Source: an optimization exercise on an open RTL-to-GDS flow (aim: small area and a short achievable clock period). Production flows keep margins and buffers that such runs may drop. No run shown here included a check of the RTL's function; only the layout flow was run. Power figures rest on the tool's default switching activity, not on a simulated workload.

==> flow/design.v <==
`timescale 1ns / 1ps
module sigmoid9slices (
    input wire clk,
    input wire rst_n,
    input wire signed [15:0] x0_in,
    input wire signed [15:0] x1_in,
    input wire valid_in,
    output reg signed [15:0] y0_out,
    output reg signed [15:0] y1_out,
    output reg valid_out
);
    reg v1, v2;
    always @(posedge clk or negedge rst_n)
        if (!rst_n) begin v1 <= 1'b0; v2 <= 1'b0; valid_out <= 1'b0; end
        else begin v1 <= valid_in; v2 <= v1; valid_out <= v2; end
    function [5:0] dec(input [15:0] x);
        reg [14:0] u;
        reg g1, g2, g3, g4, g5;
        begin
            g1 = x[15] ? (x[14:0] <= 15'd31402) : (x[14:0] >= 15'd1365);
            g2 = x[15] ? (x[14:0] <= 15'd28671) : (x[14:0] >= 15'd4096);
            g3 = x[15] ? (x[14:0] <= 15'd25940) : (x[14:0] >= 15'd6827);
            g4 = x[15] ? (x[14:0] <= 15'd23210) : (x[14:0] >= 15'd9557);
            g5 = x[15] ? (x[14:0] <= 15'd20479) : (x[14:0] >= 15'd12288);
            dec = {g5, ~g1, g1 & ~g2, g2 & ~g3, g3 & ~g4, g4 & ~g5};
        end
    endfunction
    reg [12:0] a0, a1;   
    reg [5:0] c0, c1;
    always @(posedge clk) begin
        a0 <= {x0_in[15], x0_in[11:0]}; a1 <= {x1_in[15], x1_in[11:0]};
        c0 <= dec(x0_in); c1 <= dec(x1_in);
    end
    wire [10:0] xr0 = a0[10:0];
    wire [10:0] xn0 = ~a0[10:0];
    wire sat0 = c0[5];
    wire r0_0_0 = (c0[0] & xr0[0]) | (c0[1] & xn0[0]);
    wire r0_0_1 = c0[1];
    wire r0_1_0 = ((c0[0] | c0[2] | c0[3]) & xr0[0]) | (c0[1] & xn0[1]) | (c0[4] & xn0[0]);
    wire r0_1_1 = (c0[0] & xr0[1]) | c0[4];
    wire r0_2_0 = ((c0[0] | c0[2] | c0[3]) & xr0[1]) | (c0[1] & xn0[2]) | (c0[4] & xn0[1]);
    wire r0_2_1 = (c0[0] & xr0[2]);
    wire r0_3_0 = ((c0[0] | c0[2] | c0[3]) & xr0[2]) | (c0[1] & xn0[3]) | (c0[4] & xn0[2]);
    wire r0_3_1 = ((c0[0] | c0[1]) & xr0[0]);
    wire r0_3_2 = (c0[0] & xr0[3]);
    wire r0_4_0 = ((c0[0] | c0[2] | c0[3]) & xr0[3]) | (c0[1] & xn0[4]) | (c0[4] & xn0[0]);
    wire r0_4_1 = ((c0[0] | c0[1]) & xr0[1]) | (c0[3] & xr0[0]) | c0[4];
    wire r0_4_2 = (c0[0] & xr0[4]) | (c0[4] & xn0[3]);
    wire r0_5_0 = ((c0[0] | c0[2] | c0[3]) & xr0[4]) | (c0[1] & xr0[0]) | (c0[4] & xn0[1]);
    wire r0_5_1 = ((c0[0] | c0[1]) & xr0[2]) | (c0[3] & xr0[1]) | (c0[4] & xn0[4]);
    wire r0_5_2 = (c0[0] & xr0[5]) | (c0[1] & xn0[5]);
    wire r0_6_0 = ((c0[0] | c0[2] | c0[3]) & xr0[5]) | (c0[1] & xr0[1]) | (c0[4] & xn0[2]);
    wire r0_6_1 = ((c0[0] | c0[1]) & xr0[3]) | (c0[3] & xr0[0]) | (c0[4] & xn0[5]);
    wire r0_6_2 = (c0[0] & xr0[6]) | (c0[1] & xn0[6]) | (c0[3] & xr0[2]);
    wire r0_7_0 = ((c0[0] | c0[2] | c0[3]) & xr0[6]) | (c0[1] & xr0[2]) | (c0[4] & xn0[3]);
    wire r0_7_1 = ((c0[0] | c0[1]) & xr0[4]) | (c0[2] & xr0[0]) | (c0[3] & xr0[1]) | (c0[4] & xn0[6]);
    wire r0_7_2 = (c0[0] & xr0[7]) | (c0[1] & xn0[7]) | (c0[3] & xr0[3]);
    wire r0_8_0 = ((c0[0] | c0[2] | c0[3]) & xr0[7]) | (c0[1] & xr0[3]) | (c0[4] & xn0[4]);
    wire r0_8_1 = ((c0[0] | c0[1]) & xr0[5]) | (c0[2] & xr0[1]) | (c0[3] & xr0[0]) | (c0[4] & xn0[7]);
    wire r0_8_2 = (c0[0] & xr0[8]) | (c0[1] & xn0[8]) | (c0[3] & xr0[2]);
    wire r0_8_3 = (c0[3] & xr0[4]);
    wire r0_9_0 = ((c0[0] | c0[2] | c0[3]) & xr0[8]) | (c0[1] & xr0[4]) | (c0[4] & xr0[0]);
    wire r0_9_1 = ((c0[0] | c0[1]) & xr0[6]) | (c0[2] & xr0[2]) | (c0[3] & xr0[1]) | (c0[4] & xn0[5]);
    wire r0_9_2 = (c0[0] & xr0[9]) | (c0[1] & xn0[9]) | (c0[3] & xr0[3]) | (c0[4] & xn0[8]);
    wire r0_9_3 = (c0[3] & xr0[5]);
    wire r0_10_0 = ((c0[0] | c0[2] | c0[3]) & xr0[9]) | (c0[1] & xr0[5]) | (c0[4] & xr0[1]);
    wire r0_10_1 = ((c0[0] | c0[1]) & xr0[7]) | (c0[2] & xr0[3]) | (c0[3] & xr0[2]) | (c0[4] & xn0[6]);
    wire r0_10_2 = (c0[0] & xr0[10]) | (c0[1] & xn0[10]) | (c0[3] & xr0[4]) | (c0[4] & xn0[9]);
    wire r0_10_3 = (c0[3] & xr0[6]);
    wire r0_11_0 = ((c0[0] | c0[1]) & xr0[8]) | (c0[2] & xr0[4]) | (c0[3] & xr0[3]) | (c0[4] & xr0[2]) | (sat0 & (a0[12] | ~a0[12]));
    wire r0_11_1 = ((c0[0] | c0[2]) & xr0[10]) | (c0[1] & xr0[6]) | (c0[3] & xr0[5]) | (c0[4] & xn0[7]);
    wire r0_11_2 = ((c0[0] | c0[1]) & ((a0[12] & a0[11]) | (~a0[12] & a0[11]))) | c0[2] | (c0[3] & xr0[7]) | (c0[4] & xn0[10]);
    wire r0_11_3 = (c0[3] & ((a0[12] & ~a0[11] & a0[10]) | (~a0[12] & ~a0[11] & a0[10]) | (~a0[12] & a0[11] & a0[10])));
    wire r0_12_0 = ((c0[0] | c0[1]) & xr0[9]) | (c0[2] & xr0[5]) | (c0[3] & xr0[4]) | (c0[4] & xr0[3]) | (sat0 & (~a0[12]));
    wire r0_12_1 = (c0[0] & ((a0[12] & ~a0[11]) | (~a0[12] & a0[11]))) | (c0[1] & xr0[7]) | (c0[2] & ((a0[12] & a0[11]) | (~a0[12] & ~a0[11]))) | (c0[3] & xr0[6]) | (c0[4] & xn0[8]);
    wire r0_12_2 = (c0[1] & ((a0[12] & a0[11]) | (a0[12] & ~a0[11]))) | (c0[3] & xr0[8]) | (c0[4] & ((~a0[12] & ~a0[11])));
    wire r0_12_3 = (c0[3] & ((a0[12] & a0[11] & ~a0[10]) | (~a0[12] & a0[11] & ~a0[10]) | (~a0[12] & a0[11] & a0[10])));
    wire r0_13_0 = ((c0[0] | c0[1]) & xr0[10]) | (c0[2] & xr0[6]) | (c0[3] & xr0[5]) | (c0[4] & xr0[4]) | (sat0 & (a0[12]));
    wire r0_13_1 = (c0[0] & ((a0[12] & a0[11]))) | (c0[1] & xr0[8]) | (c0[2] & ((~a0[12] & a0[11]))) | (c0[3] & xr0[7]) | (c0[4] & xn0[9]);
    wire r0_13_2 = (c0[1] & ((~a0[12] & a0[11]) | (~a0[12] & ~a0[11]))) | (c0[3] & xr0[9]) | (c0[4] & ((~a0[12] & ~a0[11])));
    wire r0_13_3 = (c0[3] & ((a0[12] & ~a0[11] & ~a0[10]) | (a0[12] & ~a0[11] & a0[10]) | (a0[12] & a0[11] & ~a0[10])));
    wire r0_14_0 = (c0[0] & ((a0[12] & a0[11]) | (~a0[12] & ~a0[11]))) | (c0[1] & xr0[9]) | (c0[2] & xr0[7]) | (c0[3] & xr0[6]) | (c0[4] & xr0[5]) | (sat0 & (~a0[12]));
    wire r0_14_1 = (c0[1] & ((a0[12] & ~a0[11]) | (~a0[12] & a0[11]))) | (c0[2] & ((~a0[12] & ~a0[11]) | (~a0[12] & a0[11]))) | (c0[3] & xr0[8]) | (c0[4] & xn0[10]);
    wire r0_14_2 = (c0[3] & xr0[10]) | (c0[4] & ((~a0[12] & ~a0[11])));
    wire r0_14_3 = (c0[3] & ((~a0[12] & ~a0[11] & a0[10]) | (~a0[12] & a0[11] & ~a0[10]) | (~a0[12] & a0[11] & a0[10])));
    wire r0_15_0 = (c0[0] & ((~a0[12] & a0[11]))) | (c0[1] & xr0[10]) | (c0[2] & xr0[8]) | (c0[3] & xr0[7]) | (c0[4] & xr0[6]) | (sat0 & (~a0[12]));
    wire r0_15_1 = (c0[1] & ((~a0[12] & ~a0[11]))) | (c0[2] & ((a0[12] & ~a0[11]) | (a0[12] & a0[11]))) | (c0[3] & xr0[9]);
    wire r0_15_2 = (c0[3] & ((a0[12] & ~a0[11] & ~a0[10]) | (a0[12] & ~a0[11] & a0[10]) | (~a0[12] & a0[11] & ~a0[10]) | (~a0[12] & a0[11] & a0[10])));
    wire r0_16_0 = (c0[0] & ((~a0[12] & ~a0[11]) | (~a0[12] & a0[11]))) | (c0[1] & ((a0[12] & ~a0[11]) | (~a0[12] & a0[11]))) | (c0[2] & xr0[9]) | (c0[3] & xr0[8]) | (c0[4] & xr0[7]) | (sat0 & (~a0[12]));
    wire r0_16_1 = (c0[2] & ((a0[12] & ~a0[11]) | (a0[12] & a0[11]))) | (c0[3] & xr0[10]) | (c0[4] & ((~a0[12] & ~a0[11])));
    wire r0_16_2 = (c0[3] & ((a0[12] & ~a0[11] & ~a0[10]) | (a0[12] & ~a0[11] & a0[10]) | (~a0[12] & ~a0[11] & a0[10]) | (~a0[12] & a0[11] & ~a0[10]) | (~a0[12] & a0[11] & a0[10])));
    wire r0_17_0 = (c0[0] & ((~a0[12] & ~a0[11]) | (~a0[12] & a0[11]))) | ((c0[1] | c0[4]) & ((~a0[12] & ~a0[11]))) | (c0[2] & xr0[10]) | (c0[3] & xr0[9]) | (sat0 & (~a0[12]));
    wire r0_17_1 = (c0[2] & ((a0[12] & ~a0[11]) | (a0[12] & a0[11]))) | (c0[3] & ((a0[12] & ~a0[11] & ~a0[10]) | (a0[12] & ~a0[11] & a0[10]) | (a0[12] & a0[11] & ~a0[10]) | (~a0[12] & ~a0[11] & a0[10]))) | (c0[4] & xr0[8]);
    wire r0_18_0 = (c0[0] & ((~a0[12] & ~a0[11]) | (~a0[12] & a0[11]))) | (c0[1] & ((~a0[12] & a0[11]) | (~a0[12] & ~a0[11]))) | (c0[2] & ((a0[12] & ~a0[11]) | (~a0[12] & a0[11]))) | (c0[3] & xr0[10]) | (c0[4] & xr0[9]) | (sat0 & (~a0[12]));
    wire r0_18_1 = (c0[3] & ((a0[12] & ~a0[11] & ~a0[10]) | (a0[12] & ~a0[11] & a0[10]) | (~a0[12] & a0[11] & ~a0[10]) | (~a0[12] & a0[11] & a0[10]))) | (c0[4] & ((~a0[12] & ~a0[11])));
    wire r0_19_0 = (c0[0] & ((~a0[12] & ~a0[11]) | (~a0[12] & a0[11]))) | (c0[1] & ((~a0[12] & a0[11]) | (~a0[12] & ~a0[11]))) | (c0[2] & ((a0[12] & ~a0[11]) | (~a0[12] & ~a0[11]) | (~a0[12] & a0[11]))) | (c0[3] & ((~a0[12] & a0[11] & ~a0[10]) | (~a0[12] & a0[11] & a0[10]))) | (c0[4] & xr0[10]) | (sat0 & (~a0[12]));
    wire r0_19_1 = (c0[4] & ((~a0[12] & ~a0[11])));
    wire r0_20_0 = (c0[0] & ((~a0[12] & ~a0[11]) | (~a0[12] & a0[11]))) | (c0[1] & ((~a0[12] & a0[11]) | (~a0[12] & ~a0[11]))) | (c0[2] & ((a0[12] & ~a0[11]) | (~a0[12] & ~a0[11]) | (~a0[12] & a0[11]))) | (c0[3] & ((a0[12] & a0[11] & ~a0[10]))) | c0[4] | (sat0 & (~a0[12]));
    wire r0_21_0 = (c0[0] & ((~a0[12] & ~a0[11]) | (~a0[12] & a0[11]))) | (c0[1] & ((~a0[12] & a0[11]) | (~a0[12] & ~a0[11]))) | (c0[2] & ((a0[12] & ~a0[11]) | (~a0[12] & ~a0[11]) | (~a0[12] & a0[11]))) | (c0[3] & ((~a0[12] & ~a0[11] & a0[10]) | (~a0[12] & a0[11] & ~a0[10]) | (~a0[12] & a0[11] & a0[10]))) | (sat0 & (~a0[12]));
    wire h0_1s = r0_8_0 ^ r0_8_1;
    wire h0_1c = r0_8_0 & r0_8_1;
    wire f0_2s = r0_9_0 ^ r0_9_1 ^ r0_9_2;
    wire f0_2c = (r0_9_0 & r0_9_1) | (r0_9_0 & r0_9_2) | (r0_9_1 & r0_9_2);
    wire f0_3s = r0_10_0 ^ r0_10_1 ^ r0_10_2;
    wire f0_3c = (r0_10_0 & r0_10_1) | (r0_10_0 & r0_10_2) | (r0_10_1 & r0_10_2);
    wire f0_4s = r0_11_0 ^ r0_11_1 ^ r0_11_2;
    wire f0_4c = (r0_11_0 & r0_11_1) | (r0_11_0 & r0_11_2) | (r0_11_1 & r0_11_2);
    wire f0_5s = r0_12_0 ^ r0_12_1 ^ r0_12_2;
    wire f0_5c = (r0_12_0 & r0_12_1) | (r0_12_0 & r0_12_2) | (r0_12_1 & r0_12_2);
    wire f0_6s = r0_13_0 ^ r0_13_1 ^ r0_13_2;
    wire f0_6c = (r0_13_0 & r0_13_1) | (r0_13_0 & r0_13_2) | (r0_13_1 & r0_13_2);
    wire f0_7s = r0_14_0 ^ r0_14_1 ^ r0_14_2;
    wire f0_7c = (r0_14_0 & r0_14_1) | (r0_14_0 & r0_14_2) | (r0_14_1 & r0_14_2);
    wire h0_8s = r0_15_0 ^ r0_15_1;
    wire h0_8c = r0_15_0 & r0_15_1;
    wire h0_9s = r0_16_0 ^ r0_16_1;
    wire h0_9c = r0_16_0 & r0_16_1;
    wire h0_10s = r0_3_0 ^ r0_3_1;
    wire h0_10c = r0_3_0 & r0_3_1;
    wire f0_11s = r0_4_0 ^ r0_4_1 ^ r0_4_2;
    wire f0_11c = (r0_4_0 & r0_4_1) | (r0_4_0 & r0_4_2) | (r0_4_1 & r0_4_2);
    wire f0_12s = r0_5_0 ^ r0_5_1 ^ r0_5_2;
    wire f0_12c = (r0_5_0 & r0_5_1) | (r0_5_0 & r0_5_2) | (r0_5_1 & r0_5_2);
    wire f0_13s = r0_6_0 ^ r0_6_1 ^ r0_6_2;
    wire f0_13c = (r0_6_0 & r0_6_1) | (r0_6_0 & r0_6_2) | (r0_6_1 & r0_6_2);
    wire f0_14s = r0_7_0 ^ r0_7_1 ^ r0_7_2;
    wire f0_14c = (r0_7_0 & r0_7_1) | (r0_7_0 & r0_7_2) | (r0_7_1 & r0_7_2);
    wire f0_15s = r0_8_2 ^ r0_8_3 ^ h0_1s;
    wire f0_15c = (r0_8_2 & r0_8_3) | (r0_8_2 & h0_1s) | (r0_8_3 & h0_1s);
    wire f0_16s = r0_9_3 ^ h0_1c ^ f0_2s;
    wire f0_16c = (r0_9_3 & h0_1c) | (r0_9_3 & f0_2s) | (h0_1c & f0_2s);
    wire f0_17s = r0_10_3 ^ f0_2c ^ f0_3s;
    wire f0_17c = (r0_10_3 & f0_2c) | (r0_10_3 & f0_3s) | (f0_2c & f0_3s);
    wire f0_18s = r0_11_3 ^ f0_3c ^ f0_4s;
    wire f0_18c = (r0_11_3 & f0_3c) | (r0_11_3 & f0_4s) | (f0_3c & f0_4s);
    wire f0_19s = r0_12_3 ^ f0_4c ^ f0_5s;
    wire f0_19c = (r0_12_3 & f0_4c) | (r0_12_3 & f0_5s) | (f0_4c & f0_5s);
    wire f0_20s = r0_13_3 ^ f0_5c ^ f0_6s;
    wire f0_20c = (r0_13_3 & f0_5c) | (r0_13_3 & f0_6s) | (f0_5c & f0_6s);
    wire f0_21s = r0_14_3 ^ f0_6c ^ f0_7s;
    wire f0_21c = (r0_14_3 & f0_6c) | (r0_14_3 & f0_7s) | (f0_6c & f0_7s);
    wire f0_22s = r0_15_2 ^ f0_7c ^ h0_8s;
    wire f0_22c = (r0_15_2 & f0_7c) | (r0_15_2 & h0_8s) | (f0_7c & h0_8s);
    wire f0_23s = r0_16_2 ^ h0_8c ^ h0_9s;
    wire f0_23c = (r0_16_2 & h0_8c) | (r0_16_2 & h0_9s) | (h0_8c & h0_9s);
    wire f0_24s = r0_17_0 ^ r0_17_1 ^ h0_9c;
    wire f0_24c = (r0_17_0 & r0_17_1) | (r0_17_0 & h0_9c) | (r0_17_1 & h0_9c);
    wire h0_25s = r0_18_0 ^ r0_18_1;
    wire h0_25c = r0_18_0 & r0_18_1;
    wire h0_26s = r0_19_0 ^ r0_19_1;
    wire h0_26c = r0_19_0 & r0_19_1;
    wire lg0_27 = (r0_1_0 & r0_1_1) | ((r0_1_0 | r0_1_1) & (r0_0_0 & r0_0_1));
    wire lp0_27 = (r0_1_0 | r0_1_1) & (r0_0_0 | r0_0_1);
    wire lg0_28 = (r0_3_2 & h0_10s) | ((r0_3_2 | h0_10s) & (r0_2_0 & r0_2_1));
    wire lp0_28 = (r0_3_2 | h0_10s) & (r0_2_0 | r0_2_1);
    wire lg0_29 = (f0_11c & f0_12s) | ((f0_11c | f0_12s) & (h0_10c & f0_11s));
    wire lp0_29 = (f0_11c | f0_12s) & (h0_10c | f0_11s);
    wire lg0_30 = (f0_13c & f0_14s) | ((f0_13c | f0_14s) & (f0_12c & f0_13s));
    wire lp0_30 = (f0_13c | f0_14s) & (f0_12c | f0_13s);
    wire lg0_31 = (f0_15c & f0_16s) | ((f0_15c | f0_16s) & (f0_14c & f0_15s));
    wire lp0_31 = (f0_15c | f0_16s) & (f0_14c | f0_15s);
    wire lg0_32 = lg0_28 | (lp0_28 & lg0_27);
    wire lp0_32 = lp0_28 & lp0_27;
    wire lg0_33 = lg0_30 | (lp0_30 & lg0_29);
    wire lp0_33 = lp0_30 & lp0_29;
    wire lg0_34 = (f0_16c & f0_17s) | ((f0_16c | f0_17s) & lg0_31);
    wire lp0_34 = (f0_16c | f0_17s) & lp0_31;
    wire lg0_35 = lg0_33 | (lp0_33 & lg0_32);
    wire lp0_35 = lp0_33 & lp0_32;
    wire lg0_36 = lg0_34 | (lp0_34 & lg0_35);
    wire lp0_36 = lp0_34 & lp0_35;
    reg [10:0] sa0, sb0;
    reg lc0;
    always @(posedge clk) begin
        sa0 <= {r0_21_0, r0_20_0, h0_25c, f0_24c, f0_23c, f0_22c, f0_21c, f0_20c, f0_19c, f0_18c, f0_17c};
        sb0 <= {1'b0, h0_26c, h0_26s, h0_25s, f0_24s, f0_23s, f0_22s, f0_21s, f0_20s, f0_19s, f0_18s};
        lc0 <= lg0_36;
    end
    wire [10:0] ys0;
    wire ys0_p0 = (sa0[0] ^ sb0[0]);
    wire ys0_p1 = (sa0[1] ^ sb0[1]);
    wire ys0_p2 = (sa0[2] ^ sb0[2]);
    wire ys0_p3 = (sa0[3] ^ sb0[3]);
    wire ys0_p4 = (sa0[4] ^ sb0[4]);
    wire ys0_p5 = (sa0[5] ^ sb0[5]);
    wire ys0_p6 = (sa0[6] ^ sb0[6]);
    wire ys0_p7 = (sa0[7] ^ sb0[7]);
    wire ys0_p8 = (sa0[8] ^ sb0[8]);
    wire ys0_p9 = (sa0[9] ^ sb0[9]);
    wire ys0_p10 = (sa0[10] ^ sb0[10]);
    wire ys0_g0 = (sa0[0] & sb0[0]) | (ys0_p0 & lc0);
    wire ys0_g1 = (sa0[1] & sb0[1]);
    wire ys0_g2 = (sa0[2] & sb0[2]);
    wire ys0_g3 = (sa0[3] & sb0[3]);
    wire ys0_g4 = (sa0[4] & sb0[4]);
    wire ys0_g5 = (sa0[5] & sb0[5]);
    wire ys0_g6 = (sa0[6] & sb0[6]);
    wire ys0_g7 = (sa0[7] & sb0[7]);
    wire ys0_g8 = (sa0[8] & sb0[8]);
    wire ys0_g9 = (sa0[9] & sb0[9]);
    wire ys0_g10 = (sa0[10] & sb0[10]);
    wire ys0_G37 = ys0_g1 | (ys0_p1 & ys0_g0);
    wire ys0_P37 = ys0_p1 & ys0_p0;
    wire ys0_G38 = ys0_g3 | (ys0_p3 & ys0_g2);
    wire ys0_P38 = ys0_p3 & ys0_p2;
    wire ys0_G39 = ys0_g5 | (ys0_p5 & ys0_g4);
    wire ys0_P39 = ys0_p5 & ys0_p4;
    wire ys0_G40 = ys0_g7 | (ys0_p7 & ys0_g6);
    wire ys0_P40 = ys0_p7 & ys0_p6;
    wire ys0_G41 = ys0_g9 | (ys0_p9 & ys0_g8);
    wire ys0_P41 = ys0_p9 & ys0_p8;
    wire ys0_G42 = ys0_G38 | (ys0_P38 & ys0_G37);
    wire ys0_P42 = ys0_P38 & ys0_P37;
    wire ys0_G43 = ys0_G40 | (ys0_P40 & ys0_G39);
    wire ys0_P43 = ys0_P40 & ys0_P39;
    wire ys0_G44 = ys0_G43 | (ys0_P43 & ys0_G42);
    wire ys0_P44 = ys0_P43 & ys0_P42;
    wire ys0_G45 = ys0_G39 | (ys0_P39 & ys0_G42);
    wire ys0_P45 = ys0_P39 & ys0_P42;
    wire ys0_G46 = ys0_G41 | (ys0_P41 & ys0_G44);
    wire ys0_P46 = ys0_P41 & ys0_P44;
    wire ys0_G47 = ys0_g2 | (ys0_p2 & ys0_G37);
    wire ys0_P47 = ys0_p2 & ys0_P37;
    wire ys0_G48 = ys0_g4 | (ys0_p4 & ys0_G42);
    wire ys0_P48 = ys0_p4 & ys0_P42;
    wire ys0_G49 = ys0_g6 | (ys0_p6 & ys0_G45);
    wire ys0_P49 = ys0_p6 & ys0_P45;
    wire ys0_G50 = ys0_g8 | (ys0_p8 & ys0_G44);
    wire ys0_P50 = ys0_p8 & ys0_P44;
    wire ys0_G51 = ys0_g10 | (ys0_p10 & ys0_G46);
    wire ys0_P51 = ys0_p10 & ys0_P46;
    assign ys0[0] = ys0_p0 ^ lc0;
    assign ys0[1] = ys0_p1 ^ ys0_g0;
    assign ys0[2] = ys0_p2 ^ ys0_G37;
    assign ys0[3] = ys0_p3 ^ ys0_G47;
    assign ys0[4] = ys0_p4 ^ ys0_G42;
    assign ys0[5] = ys0_p5 ^ ys0_G48;
    assign ys0[6] = ys0_p6 ^ ys0_G45;
    assign ys0[7] = ys0_p7 ^ ys0_G49;
    assign ys0[8] = ys0_p8 ^ ys0_G44;
    assign ys0[9] = ys0_p9 ^ ys0_G50;
    assign ys0[10] = ys0_p10 ^ ys0_G46;
    always @(posedge clk) y0_out <= {5'b0, ys0};
    wire [10:0] xr1 = a1[10:0];
    wire [10:0] xn1 = ~a1[10:0];
    wire sat1 = c1[5];
    wire r1_0_0 = (c1[0] & xr1[0]) | (c1[1] & xn1[0]);
    wire r1_0_1 = c1[1];
    wire r1_1_0 = ((c1[0] | c1[2] | c1[3]) & xr1[0]) | (c1[1] & xn1[1]) | (c1[4] & xn1[0]);
    wire r1_1_1 = (c1[0] & xr1[1]) | c1[4];
    wire r1_2_0 = ((c1[0] | c1[2] | c1[3]) & xr1[1]) | (c1[1] & xn1[2]) | (c1[4] & xn1[1]);
    wire r1_2_1 = (c1[0] & xr1[2]);
    wire r1_3_0 = ((c1[0] | c1[2] | c1[3]) & xr1[2]) | (c1[1] & xn1[3]) | (c1[4] & xn1[2]);
    wire r1_3_1 = ((c1[0] | c1[1]) & xr1[0]);
    wire r1_3_2 = (c1[0] & xr1[3]);
    wire r1_4_0 = ((c1[0] | c1[2] | c1[3]) & xr1[3]) | (c1[1] & xn1[4]) | (c1[4] & xn1[0]);
    wire r1_4_1 = ((c1[0] | c1[1]) & xr1[1]) | (c1[3] & xr1[0]) | c1[4];
    wire r1_4_2 = (c1[0] & xr1[4]) | (c1[4] & xn1[3]);
    wire r1_5_0 = ((c1[0] | c1[2] | c1[3]) & xr1[4]) | (c1[1] & xr1[0]) | (c1[4] & xn1[1]);
    wire r1_5_1 = ((c1[0] | c1[1]) & xr1[2]) | (c1[3] & xr1[1]) | (c1[4] & xn1[4]);
    wire r1_5_2 = (c1[0] & xr1[5]) | (c1[1] & xn1[5]);
    wire r1_6_0 = ((c1[0] | c1[2] | c1[3]) & xr1[5]) | (c1[1] & xr1[1]) | (c1[4] & xn1[2]);
    wire r1_6_1 = ((c1[0] | c1[1]) & xr1[3]) | (c1[3] & xr1[0]) | (c1[4] & xn1[5]);
    wire r1_6_2 = (c1[0] & xr1[6]) | (c1[1] & xn1[6]) | (c1[3] & xr1[2]);
    wire r1_7_0 = ((c1[0] | c1[2] | c1[3]) & xr1[6]) | (c1[1] & xr1[2]) | (c1[4] & xn1[3]);
    wire r1_7_1 = ((c1[0] | c1[1]) & xr1[4]) | (c1[2] & xr1[0]) | (c1[3] & xr1[1]) | (c1[4] & xn1[6]);
    wire r1_7_2 = (c1[0] & xr1[7]) | (c1[1] & xn1[7]) | (c1[3] & xr1[3]);
    wire r1_8_0 = ((c1[0] | c1[2] | c1[3]) & xr1[7]) | (c1[1] & xr1[3]) | (c1[4] & xn1[4]);
    wire r1_8_1 = ((c1[0] | c1[1]) & xr1[5]) | (c1[2] & xr1[1]) | (c1[3] & xr1[0]) | (c1[4] & xn1[7]);
    wire r1_8_2 = (c1[0] & xr1[8]) | (c1[1] & xn1[8]) | (c1[3] & xr1[2]);
    wire r1_8_3 = (c1[3] & xr1[4]);
    wire r1_9_0 = ((c1[0] | c1[2] | c1[3]) & xr1[8]) | (c1[1] & xr1[4]) | (c1[4] & xr1[0]);
    wire r1_9_1 = ((c1[0] | c1[1]) & xr1[6]) | (c1[2] & xr1[2]) | (c1[3] & xr1[1]) | (c1[4] & xn1[5]);
    wire r1_9_2 = (c1[0] & xr1[9]) | (c1[1] & xn1[9]) | (c1[3] & xr1[3]) | (c1[4] & xn1[8]);
    wire r1_9_3 = (c1[3] & xr1[5]);
    wire r1_10_0 = ((c1[0] | c1[2] | c1[3]) & xr1[9]) | (c1[1] & xr1[5]) | (c1[4] & xr1[1]);
    wire r1_10_1 = ((c1[0] | c1[1]) & xr1[7]) | (c1[2] & xr1[3]) | (c1[3] & xr1[2]) | (c1[4] & xn1[6]);
    wire r1_10_2 = (c1[0] & xr1[10]) | (c1[1] & xn1[10]) | (c1[3] & xr1[4]) | (c1[4] & xn1[9]);
    wire r1_10_3 = (c1[3] & xr1[6]);
    wire r1_11_0 = ((c1[0] | c1[1]) & xr1[8]) | (c1[2] & xr1[4]) | (c1[3] & xr1[3]) | (c1[4] & xr1[2]) | (sat1 & (a1[12] | ~a1[12]));
    wire r1_11_1 = ((c1[0] | c1[2]) & xr1[10]) | (c1[1] & xr1[6]) | (c1[3] & xr1[5]) | (c1[4] & xn1[7]);
    wire r1_11_2 = ((c1[0] | c1[1]) & ((a1[12] & a1[11]) | (~a1[12] & a1[11]))) | c1[2] | (c1[3] & xr1[7]) | (c1[4] & xn1[10]);
    wire r1_11_3 = (c1[3] & ((a1[12] & ~a1[11] & a1[10]) | (~a1[12] & ~a1[11] & a1[10]) | (~a1[12] & a1[11] & a1[10])));
    wire r1_12_0 = ((c1[0] | c1[1]) & xr1[9]) | (c1[2] & xr1[5]) | (c1[3] & xr1[4]) | (c1[4] & xr1[3]) | (sat1 & (~a1[12]));
    wire r1_12_1 = (c1[0] & ((a1[12] & ~a1[11]) | (~a1[12] & a1[11]))) | (c1[1] & xr1[7]) | (c1[2] & ((a1[12] & a1[11]) | (~a1[12] & ~a1[11]))) | (c1[3] & xr1[6]) | (c1[4] & xn1[8]);
    wire r1_12_2 = (c1[1] & ((a1[12] & a1[11]) | (a1[12] & ~a1[11]))) | (c1[3] & xr1[8]) | (c1[4] & ((~a1[12] & ~a1[11])));
    wire r1_12_3 = (c1[3] & ((a1[12] & a1[11] & ~a1[10]) | (~a1[12] & a1[11] & ~a1[10]) | (~a1[12] & a1[11] & a1[10])));
    wire r1_13_0 = ((c1[0] | c1[1]) & xr1[10]) | (c1[2] & xr1[6]) | (c1[3] & xr1[5]) | (c1[4] & xr1[4]) | (sat1 & (a1[12]));
    wire r1_13_1 = (c1[0] & ((a1[12] & a1[11]))) | (c1[1] & xr1[8]) | (c1[2] & ((~a1[12] & a1[11]))) | (c1[3] & xr1[7]) | (c1[4] & xn1[9]);
    wire r1_13_2 = (c1[1] & ((~a1[12] & a1[11]) | (~a1[12] & ~a1[11]))) | (c1[3] & xr1[9]) | (c1[4] & ((~a1[12] & ~a1[11])));
    wire r1_13_3 = (c1[3] & ((a1[12] & ~a1[11] & ~a1[10]) | (a1[12] & ~a1[11] & a1[10]) | (a1[12] & a1[11] & ~a1[10])));
    wire r1_14_0 = (c1[0] & ((a1[12] & a1[11]) | (~a1[12] & ~a1[11]))) | (c1[1] & xr1[9]) | (c1[2] & xr1[7]) | (c1[3] & xr1[6]) | (c1[4] & xr1[5]) | (sat1 & (~a1[12]));
    wire r1_14_1 = (c1[1] & ((a1[12] & ~a1[11]) | (~a1[12] & a1[11]))) | (c1[2] & ((~a1[12] & ~a1[11]) | (~a1[12] & a1[11]))) | (c1[3] & xr1[8]) | (c1[4] & xn1[10]);
    wire r1_14_2 = (c1[3] & xr1[10]) | (c1[4] & ((~a1[12] & ~a1[11])));
    wire r1_14_3 = (c1[3] & ((~a1[12] & ~a1[11] & a1[10]) | (~a1[12] & a1[11] & ~a1[10]) | (~a1[12] & a1[11] & a1[10])));
    wire r1_15_0 = (c1[0] & ((~a1[12] & a1[11]))) | (c1[1] & xr1[10]) | (c1[2] & xr1[8]) | (c1[3] & xr1[7]) | (c1[4] & xr1[6]) | (sat1 & (~a1[12]));
    wire r1_15_1 = (c1[1] & ((~a1[12] & ~a1[11]))) | (c1[2] & ((a1[12] & ~a1[11]) | (a1[12] & a1[11]))) | (c1[3] & xr1[9]);
    wire r1_15_2 = (c1[3] & ((a1[12] & ~a1[11] & ~a1[10]) | (a1[12] & ~a1[11] & a1[10]) | (~a1[12] & a1[11] & ~a1[10]) | (~a1[12] & a1[11] & a1[10])));
    wire r1_16_0 = (c1[0] & ((~a1[12] & ~a1[11]) | (~a1[12] & a1[11]))) | (c1[1] & ((a1[12] & ~a1[11]) | (~a1[12] & a1[11]))) | (c1[2] & xr1[9]) | (c1[3] & xr1[8]) | (c1[4] & xr1[7]) | (sat1 & (~a1[12]));
    wire r1_16_1 = (c1[2] & ((a1[12] & ~a1[11]) | (a1[12] & a1[11]))) | (c1[3] & xr1[10]) | (c1[4] & ((~a1[12] & ~a1[11])));
    wire r1_16_2 = (c1[3] & ((a1[12] & ~a1[11] & ~a1[10]) | (a1[12] & ~a1[11] & a1[10]) | (~a1[12] & ~a1[11] & a1[10]) | (~a1[12] & a1[11] & ~a1[10]) | (~a1[12] & a1[11] & a1[10])));
    wire r1_17_0 = (c1[0] & ((~a1[12] & ~a1[11]) | (~a1[12] & a1[11]))) | ((c1[1] | c1[4]) & ((~a1[12] & ~a1[11]))) | (c1[2] & xr1[10]) | (c1[3] & xr1[9]) | (sat1 & (~a1[12]));
    wire r1_17_1 = (c1[2] & ((a1[12] & ~a1[11]) | (a1[12] & a1[11]))) | (c1[3] & ((a1[12] & ~a1[11] & ~a1[10]) | (a1[12] & ~a1[11] & a1[10]) | (a1[12] & a1[11] & ~a1[10]) | (~a1[12] & ~a1[11] & a1[10]))) | (c1[4] & xr1[8]);
    wire r1_18_0 = (c1[0] & ((~a1[12] & ~a1[11]) | (~a1[12] & a1[11]))) | (c1[1] & ((~a1[12] & a1[11]) | (~a1[12] & ~a1[11]))) | (c1[2] & ((a1[12] & ~a1[11]) | (~a1[12] & a1[11]))) | (c1[3] & xr1[10]) | (c1[4] & xr1[9]) | (sat1 & (~a1[12]));
    wire r1_18_1 = (c1[3] & ((a1[12] & ~a1[11] & ~a1[10]) | (a1[12] & ~a1[11] & a1[10]) | (~a1[12] & a1[11] & ~a1[10]) | (~a1[12] & a1[11] & a1[10]))) | (c1[4] & ((~a1[12] & ~a1[11])));
    wire r1_19_0 = (c1[0] & ((~a1[12] & ~a1[11]) | (~a1[12] & a1[11]))) | (c1[1] & ((~a1[12] & a1[11]) | (~a1[12] & ~a1[11]))) | (c1[2] & ((a1[12] & ~a1[11]) | (~a1[12] & ~a1[11]) | (~a1[12] & a1[11]))) | (c1[3] & ((~a1[12] & a1[11] & ~a1[10]) | (~a1[12] & a1[11] & a1[10]))) | (c1[4] & xr1[10]) | (sat1 & (~a1[12]));
    wire r1_19_1 = (c1[4] & ((~a1[12] & ~a1[11])));
    wire r1_20_0 = (c1[0] & ((~a1[12] & ~a1[11]) | (~a1[12] & a1[11]))) | (c1[1] & ((~a1[12] & a1[11]) | (~a1[12] & ~a1[11]))) | (c1[2] & ((a1[12] & ~a1[11]) | (~a1[12] & ~a1[11]) | (~a1[12] & a1[11]))) | (c1[3] & ((a1[12] & a1[11] & ~a1[10]))) | c1[4] | (sat1 & (~a1[12]));
    wire r1_21_0 = (c1[0] & ((~a1[12] & ~a1[11]) | (~a1[12] & a1[11]))) | (c1[1] & ((~a1[12] & a1[11]) | (~a1[12] & ~a1[11]))) | (c1[2] & ((a1[12] & ~a1[11]) | (~a1[12] & ~a1[11]) | (~a1[12] & a1[11]))) | (c1[3] & ((~a1[12] & ~a1[11] & a1[10]) | (~a1[12] & a1[11] & ~a1[10]) | (~a1[12] & a1[11] & a1[10]))) | (sat1 & (~a1[12]));
    wire h1_52s = r1_8_0 ^ r1_8_1;
    wire h1_52c = r1_8_0 & r1_8_1;
    wire f1_53s = r1_9_0 ^ r1_9_1 ^ r1_9_2;
    wire f1_53c = (r1_9_0 & r1_9_1) | (r1_9_0 & r1_9_2) | (r1_9_1 & r1_9_2);
    wire f1_54s = r1_10_0 ^ r1_10_1 ^ r1_10_2;
    wire f1_54c = (r1_10_0 & r1_10_1) | (r1_10_0 & r1_10_2) | (r1_10_1 & r1_10_2);
    wire f1_55s = r1_11_0 ^ r1_11_1 ^ r1_11_2;
    wire f1_55c = (r1_11_0 & r1_11_1) | (r1_11_0 & r1_11_2) | (r1_11_1 & r1_11_2);
    wire f1_56s = r1_12_0 ^ r1_12_1 ^ r1_12_2;
    wire f1_56c = (r1_12_0 & r1_12_1) | (r1_12_0 & r1_12_2) | (r1_12_1 & r1_12_2);
    wire f1_57s = r1_13_0 ^ r1_13_1 ^ r1_13_2;
    wire f1_57c = (r1_13_0 & r1_13_1) | (r1_13_0 & r1_13_2) | (r1_13_1 & r1_13_2);
    wire f1_58s = r1_14_0 ^ r1_14_1 ^ r1_14_2;
    wire f1_58c = (r1_14_0 & r1_14_1) | (r1_14_0 & r1_14_2) | (r1_14_1 & r1_14_2);
    wire h1_59s = r1_15_0 ^ r1_15_1;
    wire h1_59c = r1_15_0 & r1_15_1;
    wire h1_60s = r1_16_0 ^ r1_16_1;
    wire h1_60c = r1_16_0 & r1_16_1;
    wire h1_61s = r1_3_0 ^ r1_3_1;
    wire h1_61c = r1_3_0 & r1_3_1;
    wire f1_62s = r1_4_0 ^ r1_4_1 ^ r1_4_2;
    wire f1_62c = (r1_4_0 & r1_4_1) | (r1_4_0 & r1_4_2) | (r1_4_1 & r1_4_2);
    wire f1_63s = r1_5_0 ^ r1_5_1 ^ r1_5_2;
    wire f1_63c = (r1_5_0 & r1_5_1) | (r1_5_0 & r1_5_2) | (r1_5_1 & r1_5_2);
    wire f1_64s = r1_6_0 ^ r1_6_1 ^ r1_6_2;
    wire f1_64c = (r1_6_0 & r1_6_1) | (r1_6_0 & r1_6_2) | (r1_6_1 & r1_6_2);
    wire f1_65s = r1_7_0 ^ r1_7_1 ^ r1_7_2;
    wire f1_65c = (r1_7_0 & r1_7_1) | (r1_7_0 & r1_7_2) | (r1_7_1 & r1_7_2);
    wire f1_66s = r1_8_2 ^ r1_8_3 ^ h1_52s;
    wire f1_66c = (r1_8_2 & r1_8_3) | (r1_8_2 & h1_52s) | (r1_8_3 & h1_52s);
    wire f1_67s = r1_9_3 ^ h1_52c ^ f1_53s;
    wire f1_67c = (r1_9_3 & h1_52c) | (r1_9_3 & f1_53s) | (h1_52c & f1_53s);
    wire f1_68s = r1_10_3 ^ f1_53c ^ f1_54s;
    wire f1_68c = (r1_10_3 & f1_53c) | (r1_10_3 & f1_54s) | (f1_53c & f1_54s);
    wire f1_69s = r1_11_3 ^ f1_54c ^ f1_55s;
    wire f1_69c = (r1_11_3 & f1_54c) | (r1_11_3 & f1_55s) | (f1_54c & f1_55s);
    wire f1_70s = r1_12_3 ^ f1_55c ^ f1_56s;
    wire f1_70c = (r1_12_3 & f1_55c) | (r1_12_3 & f1_56s) | (f1_55c & f1_56s);
    wire f1_71s = r1_13_3 ^ f1_56c ^ f1_57s;
    wire f1_71c = (r1_13_3 & f1_56c) | (r1_13_3 & f1_57s) | (f1_56c & f1_57s);
    wire f1_72s = r1_14_3 ^ f1_57c ^ f1_58s;
    wire f1_72c = (r1_14_3 & f1_57c) | (r1_14_3 & f1_58s) | (f1_57c & f1_58s);
    wire f1_73s = r1_15_2 ^ f1_58c ^ h1_59s;
    wire f1_73c = (r1_15_2 & f1_58c) | (r1_15_2 & h1_59s) | (f1_58c & h1_59s);
    wire f1_74s = r1_16_2 ^ h1_59c ^ h1_60s;
    wire f1_74c = (r1_16_2 & h1_59c) | (r1_16_2 & h1_60s) | (h1_59c & h1_60s);
    wire f1_75s = r1_17_0 ^ r1_17_1 ^ h1_60c;
    wire f1_75c = (r1_17_0 & r1_17_1) | (r1_17_0 & h1_60c) | (r1_17_1 & h1_60c);
    wire h1_76s = r1_18_0 ^ r1_18_1;
    wire h1_76c = r1_18_0 & r1_18_1;
    wire h1_77s = r1_19_0 ^ r1_19_1;
    wire h1_77c = r1_19_0 & r1_19_1;
    wire lg1_78 = (r1_1_0 & r1_1_1) | ((r1_1_0 | r1_1_1) & (r1_0_0 & r1_0_1));
    wire lp1_78 = (r1_1_0 | r1_1_1) & (r1_0_0 | r1_0_1);
    wire lg1_79 = (r1_3_2 & h1_61s) | ((r1_3_2 | h1_61s) & (r1_2_0 & r1_2_1));
    wire lp1_79 = (r1_3_2 | h1_61s) & (r1_2_0 | r1_2_1);
    wire lg1_80 = (f1_62c & f1_63s) | ((f1_62c | f1_63s) & (h1_61c & f1_62s));
    wire lp1_80 = (f1_62c | f1_63s) & (h1_61c | f1_62s);
    wire lg1_81 = (f1_64c & f1_65s) | ((f1_64c | f1_65s) & (f1_63c & f1_64s));
    wire lp1_81 = (f1_64c | f1_65s) & (f1_63c | f1_64s);
    wire lg1_82 = (f1_66c & f1_67s) | ((f1_66c | f1_67s) & (f1_65c & f1_66s));
    wire lp1_82 = (f1_66c | f1_67s) & (f1_65c | f1_66s);
    wire lg1_83 = lg1_79 | (lp1_79 & lg1_78);
    wire lp1_83 = lp1_79 & lp1_78;
    wire lg1_84 = lg1_81 | (lp1_81 & lg1_80);
    wire lp1_84 = lp1_81 & lp1_80;
    wire lg1_85 = (f1_67c & f1_68s) | ((f1_67c | f1_68s) & lg1_82);
    wire lp1_85 = (f1_67c | f1_68s) & lp1_82;
    wire lg1_86 = lg1_84 | (lp1_84 & lg1_83);
    wire lp1_86 = lp1_84 & lp1_83;
    wire lg1_87 = lg1_85 | (lp1_85 & lg1_86);
    wire lp1_87 = lp1_85 & lp1_86;
    reg [10:0] sa1, sb1;
    reg lc1;
    always @(posedge clk) begin
        sa1 <= {r1_21_0, r1_20_0, h1_76c, f1_75c, f1_74c, f1_73c, f1_72c, f1_71c, f1_70c, f1_69c, f1_68c};
        sb1 <= {1'b0, h1_77c, h1_77s, h1_76s, f1_75s, f1_74s, f1_73s, f1_72s, f1_71s, f1_70s, f1_69s};
        lc1 <= lg1_87;
    end
    wire [10:0] ys1;
    wire ys1_p0 = (sa1[0] ^ sb1[0]);
    wire ys1_p1 = (sa1[1] ^ sb1[1]);
    wire ys1_p2 = (sa1[2] ^ sb1[2]);
    wire ys1_p3 = (sa1[3] ^ sb1[3]);
    wire ys1_p4 = (sa1[4] ^ sb1[4]);
    wire ys1_p5 = (sa1[5] ^ sb1[5]);
    wire ys1_p6 = (sa1[6] ^ sb1[6]);
    wire ys1_p7 = (sa1[7] ^ sb1[7]);
    wire ys1_p8 = (sa1[8] ^ sb1[8]);
    wire ys1_p9 = (sa1[9] ^ sb1[9]);
    wire ys1_p10 = (sa1[10] ^ sb1[10]);
    wire ys1_g0 = (sa1[0] & sb1[0]) | (ys1_p0 & lc1);
    wire ys1_g1 = (sa1[1] & sb1[1]);
    wire ys1_g2 = (sa1[2] & sb1[2]);
    wire ys1_g3 = (sa1[3] & sb1[3]);
    wire ys1_g4 = (sa1[4] & sb1[4]);
    wire ys1_g5 = (sa1[5] & sb1[5]);
    wire ys1_g6 = (sa1[6] & sb1[6]);
    wire ys1_g7 = (sa1[7] & sb1[7]);
    wire ys1_g8 = (sa1[8] & sb1[8]);
    wire ys1_g9 = (sa1[9] & sb1[9]);
    wire ys1_g10 = (sa1[10] & sb1[10]);
    wire ys1_G88 = ys1_g1 | (ys1_p1 & ys1_g0);
    wire ys1_P88 = ys1_p1 & ys1_p0;
    wire ys1_G89 = ys1_g3 | (ys1_p3 & ys1_g2);
    wire ys1_P89 = ys1_p3 & ys1_p2;
    wire ys1_G90 = ys1_g5 | (ys1_p5 & ys1_g4);
    wire ys1_P90 = ys1_p5 & ys1_p4;
    wire ys1_G91 = ys1_g7 | (ys1_p7 & ys1_g6);
    wire ys1_P91 = ys1_p7 & ys1_p6;
    wire ys1_G92 = ys1_g9 | (ys1_p9 & ys1_g8);
    wire ys1_P92 = ys1_p9 & ys1_p8;
    wire ys1_G93 = ys1_G89 | (ys1_P89 & ys1_G88);
    wire ys1_P93 = ys1_P89 & ys1_P88;
    wire ys1_G94 = ys1_G91 | (ys1_P91 & ys1_G90);
    wire ys1_P94 = ys1_P91 & ys1_P90;
    wire ys1_G95 = ys1_G94 | (ys1_P94 & ys1_G93);
    wire ys1_P95 = ys1_P94 & ys1_P93;
    wire ys1_G96 = ys1_G90 | (ys1_P90 & ys1_G93);
    wire ys1_P96 = ys1_P90 & ys1_P93;
    wire ys1_G97 = ys1_G92 | (ys1_P92 & ys1_G95);
    wire ys1_P97 = ys1_P92 & ys1_P95;
    wire ys1_G98 = ys1_g2 | (ys1_p2 & ys1_G88);
    wire ys1_P98 = ys1_p2 & ys1_P88;
    wire ys1_G99 = ys1_g4 | (ys1_p4 & ys1_G93);
    wire ys1_P99 = ys1_p4 & ys1_P93;
    wire ys1_G100 = ys1_g6 | (ys1_p6 & ys1_G96);
    wire ys1_P100 = ys1_p6 & ys1_P96;
    wire ys1_G101 = ys1_g8 | (ys1_p8 & ys1_G95);
    wire ys1_P101 = ys1_p8 & ys1_P95;
    wire ys1_G102 = ys1_g10 | (ys1_p10 & ys1_G97);
    wire ys1_P102 = ys1_p10 & ys1_P97;
    assign ys1[0] = ys1_p0 ^ lc1;
    assign ys1[1] = ys1_p1 ^ ys1_g0;
    assign ys1[2] = ys1_p2 ^ ys1_G88;
    assign ys1[3] = ys1_p3 ^ ys1_G98;
    assign ys1[4] = ys1_p4 ^ ys1_G93;
    assign ys1[5] = ys1_p5 ^ ys1_G99;
    assign ys1[6] = ys1_p6 ^ ys1_G96;
    assign ys1[7] = ys1_p7 ^ ys1_G100;
    assign ys1[8] = ys1_p8 ^ ys1_G95;
    assign ys1[9] = ys1_p9 ^ ys1_G101;
    assign ys1[10] = ys1_p10 ^ ys1_G97;
    always @(posedge clk) y1_out <= {5'b0, ys1};
endmodule
==> flow/flow/run.sh <==
#!/bin/bash
# Standard layout, with plain buffers (instead of delay cells) on the ports, and the
# timing repair aimed at a setup slack of 5.6 ns.
set -e
export BUFFER_PORTS_ARGS="-buffer_cell sky130_fd_sc_hd__buf_2"
bash standard.sh finish SETUP_SLACK_MARGIN=5.6 > standard.log 2>&1
==> flow/standard.sh <==
#!/bin/bash
# synth_recipe.tcl (not shown) runs the flow's synth.tcl, then flattens the netlist and writes it again
# the make line also repeats each setting of config.mk as NAME=value (left out here)
make -C /OpenROAD-flow-scripts/flow DESIGN_CONFIG=/design/flow/config.mk WORK_HOME=/design/flow/orfs CLKGATE_MAP_FILE= SYNTH_SCRIPT=/design/flow/synth_recipe.tcl "${@:-finish}"
==> flow/config.mk <==
export PLATFORM = sky130hd
export DESIGN_NAME = sigmoid9slices
export DESIGN_NICKNAME = sigmoid9slices
export VERILOG_FILES = /design/flow/design.v
export SDC_FILE = /design/flow/constraint.sdc
export NUM_CORES = 4
export LEC_CHECK = 0
export CAP_MARGIN = 20
export CORE_MARGIN = 2
export CORE_UTILIZATION = 70
export SETUP_SLACK_MARGIN = 5
export SLEW_MARGIN = 20
==> flow/constraint.sdc <==
create_clock -name core_clock -period 8.0 [get_ports {clk}]
set_input_delay 1.6000 -clock core_clock [delete_from_list [all_inputs] [get_ports {clk}]]
set_output_delay 1.6000 -clock core_clock [all_outputs]
set_load 0.01 [all_outputs]
==> results of run 1 <==
[report_power, final]
group / switching (mW) / total (mW) / internal, mW / leakage [nW]
combinational: 0.353 / 0.672 / 0.319 / 2.55
clock: 0.206 / 0.357 / 0.151 / 0.104
sequential: 0.0823 / 0.739 / 0.657 / 0.911
[per-layer routing]
layer	share of wire (%)	global-route usage (%)
met3	9.1	6.52
met4	4.0	12.8
met2	47	52.6
met1	40	42.2
met5	0	0
[layout by cell type (no fill, tap or decap), drive strengths merged, types with 9 or more instances in the layout]
cell type	netlist	routed
a221oi	12	12
nor2b	15	15
dfxtp	104	104
ha	38	38
nor2	37	37
o21a	13	13
a21oi	44	44
o21ai	29	29
or2	10	10
nand2	75	75
fa	52	52
conb	1	10
nand2b	17	17
clkbuf	41	9
buf	19	80
o211ai	10	10
a221o	12	12
a22oi	18	18
nand3	13	13
inv	91	94
[per-stage QoR]
stage               instances  total power, mW  hold WS (ns)  instance area, µm²  utilization [%]
finish                    950             1.77         0.373                7970             82.3
global route              950             1.86         0.386                7970             82.3
CTS                       946             1.65         0.375                7720             79.7
detailed placement        911             1.26         0.343                7180             74.2
global placement          911             1.22         0.344                7180             74.2
floorplan                 781             1.10         0.331                7030                -
[sequential cells by signal, summed over array words and instances, names as in the netlist]
| register | count |
|---|---|
| sa0 | 11 |
| c0 | 6 |
| y1_out | 11 |
| v2 | 1 |
| lc1 | 1 |
| sb1 | 10 |
| a0 | 13 |
| lc0 | 1 |
| sa1 | 11 |
| v1 | 1 |
| c1 | 6 |
| sb0 | 10 |
| a1 | 13 |
| valid_out | 1 |
| y0_out | 11 |
[critical path, stage by stage, from the launching register on]
cell,delay (ns)
dfxtp_4,0.44
or2_4,0.31
a221o_1,0.34
fa_1,0.54
inv_1,0.05
fa_1,0.49
nor2b_4,0.15
o31ai_1,0.08
a221oi_2,0.28
a31oi_1,0.12
[area by class of cell]
| type | instances | area share (%) |
|---|---|---|
| inverters | 91 | 4.40 |
| multi-input cells | 523 | 55.4 |
| repair buffers | 80 | 7.65 |
| clock buffers | 9 | 1.55 |
| flip-flops and latches | 107 | 27.9 |
| clock inverters | 7 | 1.04 |
| well taps | 133 | 2.09 |
[final timing paths]
check	from	to	slack [ns]	cells after the start
max	c0[1]$_DFF_P_	lc0$_DFF_P_	5.08	9
min	v1$_DFF_PN0_	v2$_DFF_PN0_	0.37	0
max reg2reg	c0[1]$_DFF_P_	lc0$_DFF_P_	5.08	9
min reg2reg	v1$_DFF_PN0_	v2$_DFF_PN0_	0.37	0
max in group asynchronous	rst_n	v1$_DFF_PN0_	6.90	1
min in group asynchronous	rst_n	v2$_DFF_PN0_	0.99	1
[logic make-up (layout without fill, tap and decap cells)]
group | count (synthesis) | count (layout) | share of synthesized area, %
mux | 6 | 6 | 0.888
simple gates | 203 | 203 | 14.5
compound gates | 203 | 203 | 21.1
buf+inv | 151 | 187 | 8.79
other cells | 1 | 10 | 0.0543
xor+xnor | 8 | 8 | 1.01
fa+ha+maj | 93 | 93 | 22.4
flops | 107 | 107 | 31.2
[timing repair]
item / 4_1_cts / 5_1_grt
resized for setup: 54 / 54
setup buffers: 19 / 4
endpoints found under the hold margin: 0 / 0
pin swaps: 12 / 15
cloned: 0 / 0
endpoints found under the setup margin: 50 / 43
==> flow_summary.toml, run 1 <==
[outcome]
status = "complete, no violations"

[sta]
maxSlewViolCount = 0
worst_clock_skew_ns = 0.0133
rsz0062_at_grt = "yes"
relSlewSlack_pct = 62.6
final_hold_viol_count = 0
setup_violations = 0
post-route-period-util_pct = 36.5
worst_slew_pin_slew_ns = 0.560
min_period_ns = 2.92
tns_ns = 0
max_freq_ghz = 0.343
setup_slack_ns = 5.08

[floorplan]
die_h_um = 103
io_pins = 68
die-area_um2 = 10700
start_util_pct = 71.3
core_um2 = 9680
floorplan.rows = 36
die_w_um = 103

[drt]
drt_iter0_drc = 668
drc_errors = 0
wire_per_inst_um = 19.7
routed_wl_mm = 18.7
vias = 6127
dr.pass1.iters = 13
drt-vias-per-instance = 6.45
ant_nets = 0

[clocking]
clk_latency_ns = 0.39
cts-hold-fix-buffers = 0
cts_buffer_depth = 2
cts_buffers = 9
cts_tree = "yes"
htreeDepth = 3
clk_pin_slew_ns = 0.11
clk_root_buffer_cell = "clkbuf_8"
cts_sinks = 107

[global_routing]
grt_pass1_wl_mm = 26.7
grt_pass1_vias = 5691
gr-total-overflow = 0
track_usage_pct = 32.2
grt_max_degree = 22
antenna_found_initial = 0

[power_and_ir_drop]
powerDensity_nw_per_um2 = 222
ir_drop_v = 0.000151
leakage_nw = 3.56

[yosys]
synth_enable_flop_cells = 0
synthCells = 772
synthArstFlopShare_pct = 2.80
yosysWarnings = 1
ys_seq_area_share_pct = 31.2
synth.avg_cell_area_um2 = 8.95
synth_top_area_share_pct = 30.1
post-synth-top-area-cell = "dfxtp_1"
yosysMostFrequentCell = "dfxtp_1"
synth_common_cells = "dfxtp_1 (104), inv_1 (87), nand2_1 (75), fa_1 (52), a21oi_1 (44)"
synthTopCellsByArea = "dfxtp_1 (30%), fa_1 (15%), ha_1 (6.9%)"
synth-seq-cells = 107
yosys_most_used_dff = "dfxtp_1"
synth_cell_types = 67
syn_area_um2 = 6910

[min_path]
worstHoldPathType = "flip-flop to flip-flop"

[place]
dp_slack_ns = 4.58
gp_congestion = 0.978
hpwlAfterDp_mm = 11.6
io_buffers = 57

[critical_path]
end_kind = "flip-flop"
crit_required_ns = 8.26
critPathKind = "flip-flop to flip-flop"
critPathMaxFanout = 21
worst-endpoint-arrival_ns = 3.18
critPathLaunchType = "flip-flop"

[cells_and_area]
seq_area_um2 = 2220
nFillCells = 548
areaGrowthSynthToFinish_pct = 15.4
multi_input_area_um2 = 4410
layout-drive-gt1-share_pct = 22.8
nNetsFinal = 937
n_antenna_cell = 0

[flow_run]
drv_cap = 0
==> run 2, diff against run 1 <==
==> flow/flow/run.sh (replaced) <==
#!/bin/bash
# Standard layout, with plain buffers (instead of delay cells) on the ports, and the
# timing repair aimed at a setup slack of 5.3 ns.
set -e
export BUFFER_PORTS_ARGS="-buffer_cell sky130_fd_sc_hd__buf_2"
bash standard.sh finish SETUP_SLACK_MARGIN=5.3 > standard.log 2>&1
==> flow_summary.toml, run 2 <==
[sta]
worst_clock_skew_ns = 0.0121
tns_ns = 0
maxSlewViolCount = 0
min_period_ns = 3.07
relSlewSlack_pct = 65.8
post-route-period-util_pct = 38.4
worst_slew_pin_slew_ns = 0.512
setup_violations = 0
rsz0062_at_grt = "yes"
final_hold_viol_count = 0
hold_slack_ns = 0.369
max_freq_ghz = 0.326

[global_routing]
track_usage_pct = 31.1
grt_pass1_vias = 5592
grt_max_degree = 25
grt_pass1_wl_mm = 26.3
met3_usage_pct = 4.50
grtUsageMet1_pct = 43.3
antenna_found_initial = 0
gr-total-overflow = 0
use_met2_pct = 49.2
busiest_layer = "met2"

[yosys]
synthTopCellsByArea = "dfxtp_1 (30%), fa_1 (15%), ha_1 (6.9%)"
ys_seq_area_share_pct = 31.2
synth_enable_flop_cells = 0
synthArstFlopShare_pct = 2.80
synth.avg_cell_area_um2 = 8.95
yosysWarnings = 1
synth_common_cells = "dfxtp_1 (104), inv_1 (87), nand2_1 (75), fa_1 (52), a21oi_1 (44)"
synthCells = 772
yosysMostFrequentCell = "dfxtp_1"
syn_area_um2 = 6910
synth_top_area_share_pct = 30.1
synth_cell_types = 67
post-synth-top-area-cell = "dfxtp_1"
synth-seq-cells = 107
yosys_most_used_dff = "dfxtp_1"

[place]
io_buffers = 57
hpwlAfterDp_mm = 11.9
dpl.cell_count = 911
gp_congestion = 0.981

[drt]
routed_wl_mm = 16.0
vias = 5892
drc_errors = 0
ant_nets = 0
drt_iter0_drc = 719
wire_per_inst_um = 17.0
dr.pass1.iters = 9
drt-vias-per-instance = 6.26

[floorplan]
core_um2 = 9680
die_w_um = 103
die-area_um2 = 10700
io_pins = 68
floorplan.rows = 36
die_h_um = 103
start_util_pct = 71.3

[clocking]
cts_sinks = 107
clk_latency_ns = 0.36
cts_buffer_depth = 2
clk_pin_slew_ns = 0.11
cts-hold-fix-buffers = 0
htreeDepth = 3
cts_buffers = 9
cts_tree = "yes"
clk_root_buffer_cell = "clkbuf_8"

[cells_and_area]
layout_commonest_cell = "dfxtp_1"
final-instance-count-excl-fill = 941
final_cell_mix = "dfxtp_1 (92), inv_1 (87), nand2_1 (75)"
layout-drive-gt1-share_pct = 15.2
top_regs = "a0: 13 flops, a1: 13 flops"
n_antenna_cell = 0
areaGrowthSynthToFinish_pct = 8.89
nNetsFinal = 928

[critical_path]
path_buf_inv = 2
path_cells = "or3_4 > a222oi_1 > inv_1 > fa_1 > inv_1 > fa_1 > nor2b_4 > o31ai_1 > a221oi_1 > a31oi_1"
worst-endpoint-arrival_ns = 3.30
critPathMaxFanout = 4
critPathLaunchType = "flip-flop"
cp_top_family = "adder cells"
slowest_delay_ns = 0.51
crit_path_top_delay_cell = "fa_1"
end_kind = "flip-flop"
crit_required_ns = 8.24
critPathKind = "flip-flop to flip-flop"

[outcome]
status = "complete, no violations"

[power_and_ir_drop]
powerDensity_nw_per_um2 = 210
ir_drop_v = 0.000110
leakage_nw = 3.43

[min_path]
worstHoldPathType = "flip-flop to flip-flop"

[flow_run]
drv_cap = 0
## run 2: changes by cell type in the layout (fill, tap and decap cells not counted), moves of 4 or more
| cell | delta |
|---|---|
| dfxtp_1 | +21 |
| fa_1 | +4 |
| buf_6 | -23 |
| fa_2 | -4 |
| buf_4 | -8 |
| inv_1 | +4 |
| dfxtp_2 | -21 |
| buf_2 | +23 |
## run 2: final cells by class
cell class                 instances  area (µm²)
tap                              133         166
clock inverter                     6        55.1
clock buffer                      10         128
sequential                       107        2200
inverter                          91         344
multi-input combinational        523        4240
fill                             660        2160
timing repair buffer              71         390
## run 2: logic make-up (layout without fill, tap and decap cells)
| logic type | after synthesis | after routing | share of synthesized area (%) |
|---|---|---|---|
| fa+ha+maj | 93 | 93 | 22.4 |
| buf+inv | 151 | 178 | 8.79 |
| compound gates | 203 | 203 | 21.1 |
| simple gates | 203 | 203 | 14.5 |
| xor+xnor | 8 | 8 | 1.01 |
| flops | 107 | 107 | 31.2 |
| mux | 6 | 6 | 0.888 |
| other cells | 1 | 10 | 0.0543 |
## run 2: metrics by stage
step,setup WS (ns),util [%],instance area (µm²),total power [mW]
floorplan,5.07,-,6980,1.09
global placement,4.71,73.7,7140,1.21
detailed placement,4.56,73.7,7140,1.27
CTS,5.02,77.5,7500,1.58
global route,4.80,77.7,7520,1.69
finish,4.93,77.7,7520,1.58
## run 2: report_power, final
part	total (mW)	leakage [nW]	switching [mW]	internal [mW]
sequential	0.709	0.911	0.0628	0.646
clock	0.314	0.0934	0.194	0.120
combinational	0.556	2.42	0.308	0.249
total	1.58	3.43	0.564	1.01
## run 2: what timing repair did
| action | 4_1_cts | 5_1_grt |
|---|---|---|
| pin swaps | 7 | 0 |
| cloned | 0 | 0 |
| endpoints found under the setup margin | 8 | 3 |
| gates resized for setup | 30 | 3 |
| buffers inserted | 13 | 1 |
| hold endpoints to repair | 0 | 0 |
## run 2: final timing paths
path / from / endpoint / slack (ns) / cells after the start
worst max register to register: c0[3]$_DFF_P_ / lc0$_DFF_P_ / 4.93 / 10
min in group asynchronous: rst_n / v1$_DFF_PN0_ / 1.01 / 1
worst min register to register: v1$_DFF_PN0_ / v2$_DFF_PN0_ / 0.37 / 0
max in group asynchronous: rst_n / valid_out$_DFF_PN0_ / 6.89 / 1
worst min-delay path: v1$_DFF_PN0_ / v2$_DFF_PN0_ / 0.37 / 0
worst max-delay path: c0[3]$_DFF_P_ / lc0$_DFF_P_ / 4.93 / 10
## run 2: layer usage
metal | part of all wire (%) | up-vias | routed length (µm)
li1 | - | 2721 | -
met1 | 43 | 2772 | 6840
met2 | 47 | 356 | 7500
met3 | 7.9 | 43 | 1260
met4 | 2.4 | 0 | 386
met5 | 0 | - | 0
## run 2: worst reg2reg max path: stages (launching register included)
cell and delay (ns):
dfxtp_4 0.36, or3_4 0.40, a222oi_1 0.26, inv_1 0.12, fa_1 0.51, inv_1 0.05, fa_1 0.50, nor2b_4 0.15
o31ai_1 0.07, a221oi_1 0.37, a31oi_1 0.15

static timing again, ports no longer ideal:
Ports are ideal in the flow. The routed layouts listed here were re-timed in OpenROAD.
Step 1 assumes that a clkbuf_16 drives the clock port and a buf_2 every other input.
Step 2 times the ports against the registers' clock, not the clock port: input delays grow and output delays shrink by t, the midpoint of the rising clock arrivals with the driver on.
a / b / c = ideal / step 1 / step 2; a / b = the first two.
| run | t, ns | setup slack, ns | worst setup path after step 2 | clock arrival spread, ns | worst slew at a driven data input, ns |
|---|---|---|---|---|---|
| run 1 | 0.417 | 5.081 / 5.081 / 5.063 | input to register | 0.014 / 0.014 | 0.05 |
| run 2 | 0.389 | 4.932 / 4.932 / 4.932 | register to register | 0.012 / 0.012 | 0.03 |
After both steps setup and hold are still met in every run listed. The setup slack of run 1, which loses most, moves by 0.000 ns with the drivers and by -0.018 ns with both steps.
